Source: an optimization exercise on an open RTL-to-GDS flow (aim: a short achievable clock period and few clock cycles). Production flows keep margins and buffers that such runs may drop. In this exercise RTL edits were held to simulation tests only and were not proved equivalent to the original. Power figures rest on the tool's default switching activity, not on a simulated workload.

Setup of job 5965:
// CPU
module CPU(
  input clk, rst, ready,
  input [15:0] data_in,
  output reg load, store,
  output reg code_seg, data_seg, stack_seg,
  output alu_wb,
  output [23:0] addr_out,
  output [15:0] data_out
  );
clock: 13.0 ns
lec_check: 0
cap_margin: 75
core_margin: 2
core_utilization: 55
setup_slack_margin: 5
slew_margin: 75
standard.sh (not shown) runs the stock make flow with config.mk's settings and CLKGATE_MAP_FILE= SYNTH_SCRIPT=/design/flow/synth_recipe.tcl, a recipe that flattens the netlist after the stock synthesis.
==> flow/flow/run.sh <==
#!/bin/bash
# Own layout flow: the standard flow, with two changes to how cells are
# chosen after synthesis:
#  - every input and output port is buffered with sky130_fd_sc_hd__buf_4
#    (the standard flow lets the resizer pick the port buffer, and it picks a
#    delay cell, clkdlybuf4s50_1);
#  - the delay cells (clkdlybuf4s*, dlygate*, dlymetal*) are kept out of the
#    resizer's buffering, so long wires are not repaired with delay cells.
# Synthesis is the standard synthesis, run unchanged.
set -euo pipefail
bash standard.sh synth > flow_synth.log 2>&1
export DONT_USE_CELLS="sky130_fd_sc_hd__clkdlybuf4s15_1 sky130_fd_sc_hd__clkdlybuf4s15_2 sky130_fd_sc_hd__clkdlybuf4s18_1 sky130_fd_sc_hd__clkdlybuf4s18_2 sky130_fd_sc_hd__clkdlybuf4s25_1 sky130_fd_sc_hd__clkdlybuf4s25_2 sky130_fd_sc_hd__clkdlybuf4s50_1 sky130_fd_sc_hd__clkdlybuf4s50_2 sky130_fd_sc_hd__dlygate4sd1_1 sky130_fd_sc_hd__dlygate4sd2_1 sky130_fd_sc_hd__dlygate4sd3_1 sky130_fd_sc_hd__dlymetal6s2s_1 sky130_fd_sc_hd__dlymetal6s4s_1 sky130_fd_sc_hd__dlymetal6s6s_1"
export BUFFER_PORTS_ARGS="-buffer_cell sky130_fd_sc_hd__buf_4"
bash standard.sh > flow_layout.log 2>&1
Testbench counts of job 5965, summed over its fixed seeds: cycles 26,244.
> inputs changed (job 5965 -> job 6806)
==> flow/config.mk <==
export PLATFORM = sky130hd
export DESIGN_NAME = CPU
export DESIGN_NICKNAME = CPU
export VERILOG_FILES = /design/flow/design.v
export SDC_FILE = /design/flow/constraint.sdc
export NUM_CORES = 4
export LEC_CHECK = 0
export CAP_MARGIN = 80
export CORE_MARGIN = 2
export CORE_UTILIZATION = 60
export SETUP_SLACK_MARGIN = 5
export SLEW_MARGIN = 80
Results
- Comparing job 5965 and job 6806, layout overhead on the synthesized area is higher on job 6806.
- Job 6806 vs job 5965, critical path's slowest cell: sky130_fd_sc_hd__mux2i_1 vs sky130_fd_sc_hd__dfrtp_1
- | floorplan core area | lower: job 6806 |
- The die used by job 6806 is smaller than the one used by job 5965.
- Going from job 5965 to job 6806, worst clock skew now sits lower, setup slack at placement now sits lower.
- Looking at number of cells after detailed placement, job 6806 sits 32 above job 5965.
- Of job 5965 and job 6806, the run reporting the higher sequential share of layout area was job 5965.
- Job 6806 vs. job 5965: total power shows an increase of 3.4%; reported net switching power shows an increase of about 3.5%.
> inputs changed (job 6806 -> job 545)
==> flow/flow/run.sh <==
#!/bin/bash
# Own layout flow: the standard flow, with two changes to how cells are
# chosen after synthesis:
#  - every input and output port is buffered with sky130_fd_sc_hd__buf_4
#    (the standard flow lets the resizer pick the port buffer, and it picks a
#    delay cell, clkdlybuf4s50_1);
#  - the delay cells (clkdlybuf4s*, dlygate*, dlymetal*) are added to the
#    platform's DONT_USE_CELLS for the steps after synthesis, so the resizer
#    does not repair slew and long wires with delay cells.
# Synthesis is the standard synthesis, run unchanged.
set -euo pipefail
bash standard.sh synth > flow_synth.log 2>&1
# the platform's own list, as ORFS's make reads it
base=$(make -s -C "$FLOW_HOME" DESIGN_CONFIG="$PWD/config.mk" WORK_HOME="$PWD/orfs" print-DONT_USE_CELLS 2> flow_dont_use.log | sed -n 's/^DONT_USE_CELLS: *//p')
echo "platform DONT_USE_CELLS: $base" >> flow_dont_use.log
[[ -n "$base" ]] || { echo "no DONT_USE_CELLS from ORFS" >&2; exit 1; }
delay="sky130_fd_sc_hd__clkdlybuf4s15_1 sky130_fd_sc_hd__clkdlybuf4s15_2 sky130_fd_sc_hd__clkdlybuf4s18_1 sky130_fd_sc_hd__clkdlybuf4s18_2 sky130_fd_sc_hd__clkdlybuf4s25_1 sky130_fd_sc_hd__clkdlybuf4s25_2 sky130_fd_sc_hd__clkdlybuf4s50_1 sky130_fd_sc_hd__clkdlybuf4s50_2 sky130_fd_sc_hd__dlygate4sd1_1 sky130_fd_sc_hd__dlygate4sd2_1 sky130_fd_sc_hd__dlygate4sd3_1 sky130_fd_sc_hd__dlymetal6s2s_1 sky130_fd_sc_hd__dlymetal6s4s_1 sky130_fd_sc_hd__dlymetal6s6s_1"
export BUFFER_PORTS_ARGS="-buffer_cell sky130_fd_sc_hd__buf_4"
bash standard.sh finish "DONT_USE_CELLS=$base $delay" > flow_layout.log 2>&1
==> flow/config.mk <==
export PLATFORM = sky130hd
export DESIGN_NAME = CPU
export DESIGN_NICKNAME = CPU
export VERILOG_FILES = /design/flow/design.v
export SDC_FILE = /design/flow/constraint.sdc
export NUM_CORES = 4
export LEC_CHECK = 0
export CAP_MARGIN = 75
export CORE_MARGIN = 2
export CORE_UTILIZATION = 55
export SETUP_SLACK_MARGIN = 5
export SLEW_MARGIN = 75
### Flow results
Relative to job 6806, via count decreased by 593 in job 545. As far as total power per unit cell area is concerned, job 6806 and job 545 perform about the same. Library cell contributing the largest single delay on the critical path: sky130_fd_sc_hd__a21oi_2 -> job 545, sky130_fd_sc_hd__mux2i_1 -> job 6806. Worst setup slack in job 545 is 140 ps higher than in job 6806. Per the comparison of job 545 with job 6806, data arrival time of the worst path saw a decrease; global-route usage saw a decrease.
Here is what was changed in the inputs of job 430 compared with job 545.
==> flow/flow/run.sh <==
#!/bin/bash
# Own layout flow: the standard flow, with two changes to how cells are
# chosen after synthesis:
#  - every input and output port is buffered with sky130_fd_sc_hd__buf_4
#    (the standard flow lets the resizer pick the port buffer, and it picks a
#    delay cell, clkdlybuf4s50_1);
#  - the delay cells (clkdlybuf4s*, dlygate*, dlymetal*) are kept out of the
#    resizer's buffering, so long wires are not repaired with delay cells.
# Synthesis is the standard synthesis, run unchanged.
set -euo pipefail
bash standard.sh synth > flow_synth.log 2>&1
export DONT_USE_CELLS="sky130_fd_sc_hd__clkdlybuf4s15_1 sky130_fd_sc_hd__clkdlybuf4s15_2 sky130_fd_sc_hd__clkdlybuf4s18_1 sky130_fd_sc_hd__clkdlybuf4s18_2 sky130_fd_sc_hd__clkdlybuf4s25_1 sky130_fd_sc_hd__clkdlybuf4s25_2 sky130_fd_sc_hd__clkdlybuf4s50_1 sky130_fd_sc_hd__clkdlybuf4s50_2 sky130_fd_sc_hd__dlygate4sd1_1 sky130_fd_sc_hd__dlygate4sd2_1 sky130_fd_sc_hd__dlygate4sd3_1 sky130_fd_sc_hd__dlymetal6s2s_1 sky130_fd_sc_hd__dlymetal6s4s_1 sky130_fd_sc_hd__dlymetal6s6s_1"
export BUFFER_PORTS_ARGS="-buffer_cell sky130_fd_sc_hd__buf_4"
bash standard.sh > flow_layout.log 2>&1
==> flow/config.mk <==
export PLATFORM = sky130hd
export DESIGN_NAME = CPU
export DESIGN_NICKNAME = CPU
export VERILOG_FILES = /design/flow/design.v
export SDC_FILE = /design/flow/constraint.sdc
export NUM_CORES = 4
export LEC_CHECK = 0
export CAP_MARGIN = 70
export CORE_MARGIN = 2
export CORE_UTILIZATION = 50
export SETUP_SLACK_MARGIN = 5
export SLEW_MARGIN = 70
Notes after the runs:
Between job 545 and job 430, area growth from synthesis to final layout decreased. Summary of job 430 over job 545: total power consumption of the routed design now smaller; worst supply voltage drop on vdd now smaller; global-route wire length before repair -1.2%; met3 capacity usage during global routing has remained practically unchanged. Compared with job 545, in job 430 via count shows a reduction of 1.9%, leakage power of the design shows a reduction of 0.26 nW, worst hold slack shows an increase of 3.3 ps. Looking at buffer count excluding the clock tree in the final layout, job 430 sits 25% below job 545. Of the two values seen for top routing layer in use, met4 was produced by job 430 and met5 by job 545. Job 430 gives less post-detailed-route wirelength per cell than job 545 did. Comparing job 430 and job 545, the higher worst slew margin relative to its limit is on job 545.

-- static timing again, ports no longer ideal --
Ports are ideal in the flow. The routed layouts listed here were re-timed in OpenROAD. Step 1 sets driving cells, clkbuf_16 on the clock port and buf_2 on the other inputs (assumed; they add their load-dependent delay and slew). Step 2, shift: input delay + t, output delay - t, t = (earliest + latest rising clock arrival at the registers) / 2. This alone moves slack from input paths to output paths. Three values: ideal, step 1, step 2; two values: the first two.
| run | t, ns | slack for setup (ns) | hold WS [ns] | clock arrival spread, ns | worst data-port slew with drivers (ns) |
|---|---|---|---|---|---|
| job 5965 | 0.673 | 9.090 / 9.030 / 8.510 | 0.475 / 0.475 / 0.475 | 0.024 / 0.024 | 0.08 |
| job 6806 | 0.675 | 8.796 / 8.835 / 8.160 | 0.481 / 0.481 / 0.481 | 0.016 / 0.016 | 0.08 |
| job 545 | 0.671 | 8.937 / 8.978 / 8.306 | 0.481 / 0.481 / 0.481 | 0.029 / 0.029 | 0.10 |
| job 430 | 0.675 | 8.801 / 8.841 / 8.166 | 0.484 / 0.484 / 0.484 | 0.032 / 0.032 | 0.04 |
After both steps every run listed still meets setup and hold. The setup slack of job 6806, which loses most, moves by +0.039 ns with the drivers and by -0.636 ns with both steps. The worst setup slack also covers recovery checks on asynchronous resets.
